This is an optimization exercise on Yosys and OpenROAD, whose aim is small area, not a production implementation.
Only simulation tests tie the RTL to the original design; equivalence was not proved.
Power is estimated from default activity; no workload was simulated.

[flow/design.v]
module processor( input         clk, reset,
                  output [31:0] PC,
                  input  [31:0] instruction,
                  output        WE,
                  output [31:0] address_to_mem,
                  output [31:0] data_to_mem,
                  input  [31:0] data_from_mem
                );
    wire [6:0] opcode = instruction[6:0];
    wire [2:0] f3     = instruction[14:12];
    wire [6:0] f7     = instruction[31:25];
    wire [4:0] a1     = instruction[19:15];
    wire [4:0] a2     = instruction[24:20];
    wire [4:0] a3     = instruction[11:7];
    wire is_op    = opcode == 7'b0110011;
    wire is_addi  = opcode == 7'b0010011;
    wire is_qb    = opcode == 7'b0001011;
    wire is_lw    = opcode == 7'b0000011;
    wire is_sw    = opcode == 7'b0100011;
    wire is_beq   = opcode == 7'b1100011;
    wire is_jal   = opcode == 7'b1101111;
    wire is_jalr  = opcode == 7'b1100111;
    wire is_auipc = opcode == 7'b0010111;
    wire is_lui   = opcode == 7'b0110111;
    wire stop     = ~(is_op | is_addi | is_qb | is_lw | is_sw | is_beq |
                      is_jal | is_jalr | is_auipc | is_lui);
    wire f7_zero = f7 == 7'b0000000;
    wire f7_sub  = f7 == 7'b0100000;
    wire op_and  = is_op & f7_zero & (f3 == 3'b111);
    wire op_slt  = is_op & f7_zero & (f3 == 3'b010);
    wire op_sll  = is_op & f7_zero & (f3 == 3'b001);
    wire op_srl  = is_op & f7_zero & (f3 == 3'b101);
    wire op_sra  = is_op & f7_sub  & (f3 == 3'b101);
    wire op_sub  = is_op & f7_sub  & (f3 != 3'b101);
    wire op_shift = op_sll | op_srl | op_sra;
    wire reg_write = is_op | is_addi | is_qb | is_lw | is_jal | is_jalr |
                     is_auipc | is_lui;
    reg  [31:0] my_PC;
    wire [31:0] rs1, rs2, wd;
    reg  [31:1] valid;
    wire [31:0] r [0:31];
    assign r[0] = 32'b0;
    wire [31:1] sel1, sel2, wen;
    genvar gi;
    generate
        for (gi = 1; gi < 32; gi = gi + 1) begin : g_reg
            reg [31:0] q;
            always @(posedge clk)
                if (wen[gi]) q <= wd;
            assign r[gi]    = q;
            assign wen[gi]  = reg_write & (a3 == gi);
            assign sel1[gi] = valid[gi] & (a1 == gi);
            assign sel2[gi] = valid[gi] & (a2 == gi);
        end
    endgenerate
    always @(posedge clk)
        if (reset) valid <= 31'b0;
        else       valid <= valid | wen;
    wire [32*31-1:0] rflat;
    generate
        for (gi = 1; gi < 32; gi = gi + 1) begin : g_flat
            assign rflat[32*(gi-1) +: 32] = r[gi];
        end
    endgenerate
    rdport p1(.sel(sel1), .d(rflat), .y(rs1));
    rdport p2(.sel(sel2), .d(rflat), .y(rs2));
    wire [31:0] immI = {{21{instruction[31]}}, instruction[30:20]};
    wire [31:0] immS = {{21{instruction[31]}}, instruction[30:25], instruction[11:7]};
    wire [31:0] immB = {{20{instruction[31]}}, instruction[7], instruction[30:25], instruction[11:8], 1'b0};
    wire [31:0] immJ = {{12{instruction[31]}}, instruction[19:12], instruction[20], instruction[30:21], 1'b0};
    wire [31:0] immU = {instruction[31:12], 12'b0};
    wire use_pc  = is_auipc | is_jal | is_beq;
    wire negb    = op_sub | op_slt;
    wire [31:0] opa = is_lui ? 32'b0 : (use_pc ? my_PC : rs1);
    reg  [31:0] imm;
    always @(*) begin
        case (1'b1)
            is_sw:              imm = immS;
            is_beq:             imm = immB;
            is_jal:             imm = immJ;
            is_auipc | is_lui:  imm = immU;
            default:            imm = immI;
        endcase
    end
    wire [31:0] opb = (is_op | is_qb) ? (rs2 ^ {32{negb}}) : imm;
    wire [8:0] s0 = {1'b0, opa[7:0]}   + {1'b0, opb[7:0]}   + {8'b0, negb};
    wire [8:0] s1 = {1'b0, opa[15:8]}  + {1'b0, opb[15:8]}  + {8'b0, s0[8] & ~is_qb};
    wire [8:0] s2 = {1'b0, opa[23:16]} + {1'b0, opb[23:16]} + {8'b0, s1[8] & ~is_qb};
    wire [7:0] s3 = opa[31:24] + opb[31:24] + {7'b0, s2[8] & ~is_qb};
    wire [31:0] sum = {s3, s2[7:0], s1[7:0], s0[7:0]};
    wire slt = (rs1[31] ^ rs2[31]) ? rs1[31] : sum[31];
    function [31:0] rev32(input [31:0] x);
        integer k;
        for (k = 0; k < 32; k = k + 1) rev32[k] = x[31 - k];
    endfunction
    wire fill = op_sra & rs1[31];
    wire [31:0] sh_in  = op_sll ? rev32(rs1) : rs1;
    wire [31:0] st1 = rs2[0] ? {fill,        sh_in[31:1]} : sh_in;
    wire [31:0] st2 = rs2[1] ? {{2{fill}},   st1[31:2]}   : st1;
    wire [31:0] st3 = rs2[2] ? {{4{fill}},   st2[31:4]}   : st2;
    wire [31:0] st4 = rs2[3] ? {{8{fill}},   st3[31:8]}   : st3;
    wire [31:0] sh_r = rs2[4] ? {{16{fill}}, st4[31:16]}  : st4;
    wire big = |rs2[31:5];
    wire [31:0] sh_o   = big ? {32{fill}} : sh_r;
    wire [31:0] shres  = op_sll ? rev32(sh_o) : sh_o;
    wire [31:0] pc4 = my_PC + 32'd4;
    reg  [31:0] wdr;
    always @(*) begin
        if (is_lw)                 wdr = data_from_mem;
        else if (is_jal | is_jalr) wdr = pc4;
        else if (op_and)           wdr = rs1 & rs2;
        else if (op_slt)           wdr = {31'b0, slt};
        else if (op_shift)         wdr = shres;
        else                       wdr = sum;
    end
    assign wd = wdr;
    wire taken = is_jal | is_jalr | (is_beq & (rs1 == rs2));
    always @(posedge clk)
        if (reset)      my_PC <= 32'b0;
        else if (stop)  my_PC <= my_PC;
        else if (taken) my_PC <= sum;
        else            my_PC <= pc4;
    assign PC = my_PC;
    assign WE = is_sw;
    assign address_to_mem = sum;
    assign data_to_mem = rs2;
endmodule
module rdport(input [31:1] sel, input [32*31-1:0] d, output [31:0] y);
    genvar b;
    generate
        for (b = 0; b < 32; b = b + 1) begin : g_bit
            wire [31:1] t;
            wire [9:0]  g;
            genvar k;
            for (k = 1; k < 32; k = k + 1) begin : g_t
                assign t[k] = d[32*(k-1) + b];
            end
            for (k = 0; k < 10; k = k + 1) begin : g_g
                aoi222 u(.a1(sel[3*k+1]), .a2(t[3*k+1]), .b1(sel[3*k+2]), .b2(t[3*k+2]),
                         .c1(sel[3*k+3]), .c2(t[3*k+3]), .y(g[k]));
            end
            wire n31, o0, o1, o2;
            nand2g u31(.a(sel[31]), .b(t[31]), .y(n31));
            nand4g u0(.a(g[0]), .b(g[1]), .c(g[2]), .d(g[3]), .y(o0));
            nand4g u1(.a(g[4]), .b(g[5]), .c(g[6]), .d(g[7]), .y(o1));
            nand3g u2(.a(g[8]), .b(g[9]), .c(n31), .y(o2));
            or3g   uo(.a(o0), .b(o1), .c(o2), .y(y[b]));
        end
    endgenerate
endmodule
module aoi222(input a1, a2, b1, b2, c1, c2, output y);
    assign y = ~((a1 & a2) | (b1 & b2) | (c1 & c2));
endmodule
module nand2g(input a, b, output y);
    assign y = ~(a & b);
endmodule
module nand3g(input a, b, c, output y);
    assign y = ~(a & b & c);
endmodule
module nand4g(input a, b, c, d, output y);
    assign y = ~(a & b & c & d);
endmodule
module or3g(input a, b, c, output y);
    assign y = a | b | c;
endmodule
[flow/run.sh]
#!/bin/bash
# synth_recipe.tcl (not shown) runs the flow's synth.tcl, then flattens the netlist and writes it again
# the make line also repeats each setting of config.mk as NAME=value (left out here)
make -C /OpenROAD-flow-scripts/flow DESIGN_CONFIG=/design/flow/config.mk WORK_HOME=/design/flow/orfs CLKGATE_MAP_FILE= SYNTH_SCRIPT=/design/flow/synth_recipe.tcl finish
[flow/config.mk]
export PLATFORM = sky130hd
export DESIGN_NAME = processor
export DESIGN_NICKNAME = processor
export VERILOG_FILES = /design/flow/design.v
export SDC_FILE = /design/flow/constraint.sdc
export NUM_CORES = 4
export LEC_CHECK = 0
export CAP_MARGIN = 20
export CORE_MARGIN = 2
export CORE_UTILIZATION = 40
export SETUP_SLACK_MARGIN = 0.5
export SLEW_MARGIN = 20
export SYNTH_HIERARCHICAL = 1
[flow/constraint.sdc]
create_clock -name core_clock -period 14.0 [get_ports {clk}]
set_input_delay 2.8000 -clock core_clock [delete_from_list [all_inputs] [get_ports {clk}]]
set_output_delay 2.8000 -clock core_clock [all_outputs]
set_load 0.01 [all_outputs]
==> out/qor.txt <==
TritonCTS clock tree: done
RSZ-0062 raised after global routing: yes
Power Density: 111 mW/mm2
Gpl congestion: 1.02
Max stage delay cell, worst path: or3_1
P&R area growth vs syn: 24.3%
CP max stage delay: 0.55 ns
Kind of cell adding the most delay to the critical path: compound AO/OA/AOI/OAI gates
WP depth: 45
Largest net degree at the start of global routing: 64
HP Class: reg2reg
Crit path buffers/inverters: 5
Min-Delay Path Depth: 2
Detail Placement HPWL: 158000 um
Max-cap viol count: 0
Drt first pass iters: 14
Setup ws final: -0.0638 ns
TritonCTS buffer count: 109
Worst-Skew Late Latency: 0.78 ns
DR vias: 42800
Post-Synthesis Cells: 3548
Rows: 128
Mapped cell area: 0.0489 mm2
Fraction of layout cells with a size suffix above 1: 0.213
Sequential power share: 0.519
Ys async rst share: 0
Crit start category: input pin
WL/cell: 38.1 um
WP data arrival: 11.26 ns
Final WL: 227000 um
Die area: 0.125 mm2
Clock Skews: 0.0686 ns
Slew HR: 0.221
Clock root cell: clkbuf_16
Int Power: 5.19 mW
Die Ht: 353 um
Synthesized area per cell: 13.8 um2
Total power: 6.72 mW
Overflow after GRT: 0
Core ar.: 0.122 mm2
Post-synth EDFFs: 992
DR iter-0 viols: 8905
DRC Markers: 0
Initial antenna violation count: 11
LEAKAGE: 20.7 nW
Die Wd: 353 um
Worst path required time: 11.20 ns
GRT Util Overall: 0.351
Period minus WS final: 14.06 ns
Post-synth cell types: 82
Vias in the first global route: 39800
Clock Path Buffers: 3
Period utilisation layout: 1.00
Boundary Pins: 163
Area after DPL: 0.0564 mm2
Comb power frac: 0.052
Final hold viol count: 0
Flops & latches, synth: 1055
Ys flop type: edfxtp_1
Sink Count: 1055
Hold Slack: 0.489 ns
Post-synthesis sequential area ratio: 0.636
Slew @ Worst Pin: 1.16 ns
Post-Syn Nets: 3682
CP dominant cell by count: a21oi_2
Clock share of power: 0.429
Final net count: 4357
Switching share of total power: 0.227
Critical path type: in2out
Switching power: 1.53 mW
Vias per cell: 7.20
CTS Hold Bufs: 0
Global-route wire length before repair: 312000 um
Final setup violating endpoints: 2
Peak VDD IR: 0.113 mV
Status: complete, but fails checks
Initial core utilization: 0.402
IO buf count: 162
Critical Path End Type: output port
Ys Warns: 7
Layout check faults: setup timing
Max frequency: 71.1 MHz
Max-slew violations: 0
CTS clk-pin slew, worst paths: 0.06 ns
CP max FO: 8
R2R cell count: 46
H-tree Lvls: 3
Cell area after layout: 0.0607 mm2
Post-DRT Antenna Nets: 0
## cell type report
class	count	area, um2
fillers	10400	60800
flip-flops and latches	1055	31000
repair buffers	679	5760
diodes	8	20.0
inverters	31	119
multi-input cells	2347	18200
clock inverters	60	659
clock buffers	143	2900
well taps	1625	2030
## path summary, 6_finish.rpt
kind,from,to,slack [ns]
worst min register to register,valid[31],valid[31],0.49
worst max-delay path,instruction[21],address_to_mem[30],-0.06
worst max register to register,valid[22],g_reg[8].q[31],4.36
worst min-delay path,valid[31],valid[31],0.49
## power groups by stage
stage	combinational, mW	clock [mW]	sequential [mW]
after floorplan	0.118	0	3.55
after global placement	0.319	0	3.55
after detailed placement	0.320	0	3.55
after CTS	0.333	2.91	3.49
after global routing	0.359	3.03	3.48
final	0.349	2.88	3.49
## cells in the mapped netlist, types with 8 or more instances
cell,number,share of area
mux4_2,13,0.0060
nor4_1,22,0.0028
nand3b_1,8,0.0012
xnor2_1,52,0.0093
o211ai_1,15,0.0023
nor2_1,184,0.014
nor2b_1,14,0.0018
buf_1,15,0.0012
fa_1,8,0.0033
or3_1,74,0.0095
a221o_1,10,0.0020
o21bai_1,9,0.0014
a21o_1,13,0.0020
nand2_1,253,0.019
a222oi_1,644,0.13
nand4_1,144,0.018
a21oi_1,145,0.015
inv_1,31,0.0024
xor2_1,28,0.0050
o31ai_1,10,0.0015
and2_1,21,0.0027
a221oi_1,31,0.0056
o22ai_1,33,0.0042
mux2i_1,33,0.0068
nor3_1,35,0.0036
nand3_1,101,0.010
o221ai_1,13,0.0023
dfxtp_1,63,0.026
nand2b_1,16,0.0020
clkbuf_1,89,0.0068
and3_1,76,0.0097
a31oi_1,14,0.0018
and4_1,8,0.0014
o21ai_0,82,0.0084
a22oi_1,26,0.0040
a211oi_1,37,0.0057
a21boi_0,10,0.0015
edfxtp_1,992,0.61
ha_1,60,0.015
## modules after synthesis (local to each module, per instance), a selection
module,times used,cells,cell area (um2)
processor,1,2588,40700
nand4g,128,1,6.26
aoi222,640,1,10.0
nand2g,64,1,3.75
nand3g,64,1,5.00
or3g,64,1,6.26
## cells by family (layout without fill, tap and decap cells)
kind of cell	after synthesis	after routing	share of synthesized area
xor+xnor	80	80	0.0143
simple gates	989	989	0.104
fa+ha+maj	68	68	0.0186
buf+inv	146	913	0.0119
other cells	0	8	0
flops	1055	1055	0.636
compound gates	1159	1159	0.202
mux	51	51	0.0139
## metal layers
layer | vias to the layer above | part of all wire | track usage | routed length (um)
met5 | - | 0.00025 | 0 | 57
met4 | 8 | 0.073 | 0.210 | 16500
met3 | 648 | 0.13 | 0.0951 | 30100
met2 | 3568 | 0.43 | 0.530 | 98400
met1 | 21300 | 0.36 | 0.452 | 81700
li1 | 17300 | - | - | -
## cells in the final DEF, fill, tap and decap left out, types with 13 or more instances in the layout
master | synthesis | routed
a211oi_1 | 37 | 36
a21o_1 | 13 | 13
a21oi_1 | 145 | 128
a21oi_2 | 0 | 17
a221oi_1 | 31 | 31
a222oi_1 | 644 | 644
a22oi_1 | 26 | 25
a31oi_1 | 14 | 14
and2_1 | 21 | 17
and3_1 | 76 | 18
and3_4 | 0 | 48
buf_4 | 2 | 481
buf_6 | 2 | 28
clkbuf_1 | 89 | 30
clkbuf_16 | 0 | 109
clkdlybuf4s50_1 | 0 | 143
clkinv_1 | 0 | 18
clkinv_2 | 0 | 18
dfxtp_1 | 63 | 63
edfxtp_1 | 992 | 992
ha_1 | 60 | 60
inv_1 | 31 | 30
mux2i_1 | 33 | 33
mux4_2 | 13 | 13
nand2_1 | 253 | 251
nand2b_1 | 16 | 16
nand3_1 | 101 | 100
nand4_1 | 144 | 144
nor2_1 | 184 | 153
nor2_4 | 0 | 27
nor3_1 | 35 | 25
nor4_1 | 22 | 20
o211ai_1 | 15 | 15
o21ai_0 | 82 | 72
o22ai_1 | 33 | 28
or3_1 | 74 | 64
xnor2_1 | 52 | 46
xor2_1 | 28 | 27
## state kept, by name (all words and copies together), names as in the netlist
| name | count |
|---|---|
| valid | 31 |
| my_PC | 32 |
| g.q | 992 |
## worst reg2reg max path, delay by kind of cell (launching register included)
family,cells,cell delay (ns)
compound gates,20,3.27
xor+xnor,2,0.40
fa+ha+maj,6,2.20
buf+inv,4,0.93
flops,1,0.34
simple gates,14,2.23
## timing repair
action | CTS | global route
setup buffers | 29 | 7
resized for setup | 150 | 23
gates cloned | 1 | 0
pin swaps | 49 | 15
endpoints found under the setup margin | 9 | 10
## stage by stage
stage | utilization | TNS, ns | worst slack, ns | cells
2_1_floorplan | - | 0 | 0.485 | 3548
4_1_cts | 0.498 | 0 | 0.00102 | 5931
6_report | 0.500 | -0.0712 | -0.0638 | 5948
3_3_place_gp | 0.464 | -4.59 | -0.929 | 5698
3_5_place_dp | 0.464 | -4.41 | -0.923 | 5698
5_1_grt | 0.500 | -1.76 | -0.453 | 5940

==> port drivers added, routing unchanged <==
How much do the figures lean on ideal ports? The routed layout below was timed once more, with nothing changed but the port constraints.
Step 1 sets driving cells, clkbuf_16 on the clock port and buf_2 on the other inputs (assumed; they add their load-dependent delay and slew).
Step 2 also shifts input and output timing later by t, the mid clock arrival at the registers, as if the neighbouring blocks saw the same clock.
a / b / c = ideal ports / drivers / drivers and shift; a / b = the first two.
t, ns: 0.830
setup WS [ns]: -0.064 / -0.096 / -0.096
hold slack, ns: 0.489 / 0.489 / 0.489
slew at the worst register clock pin (ns): 0.08 / 0.08
worst data-port slew with drivers (ns): 0.14
For this run, drivers alone change the setup slack by -0.032 ns; drivers and shift together by -0.032 ns.
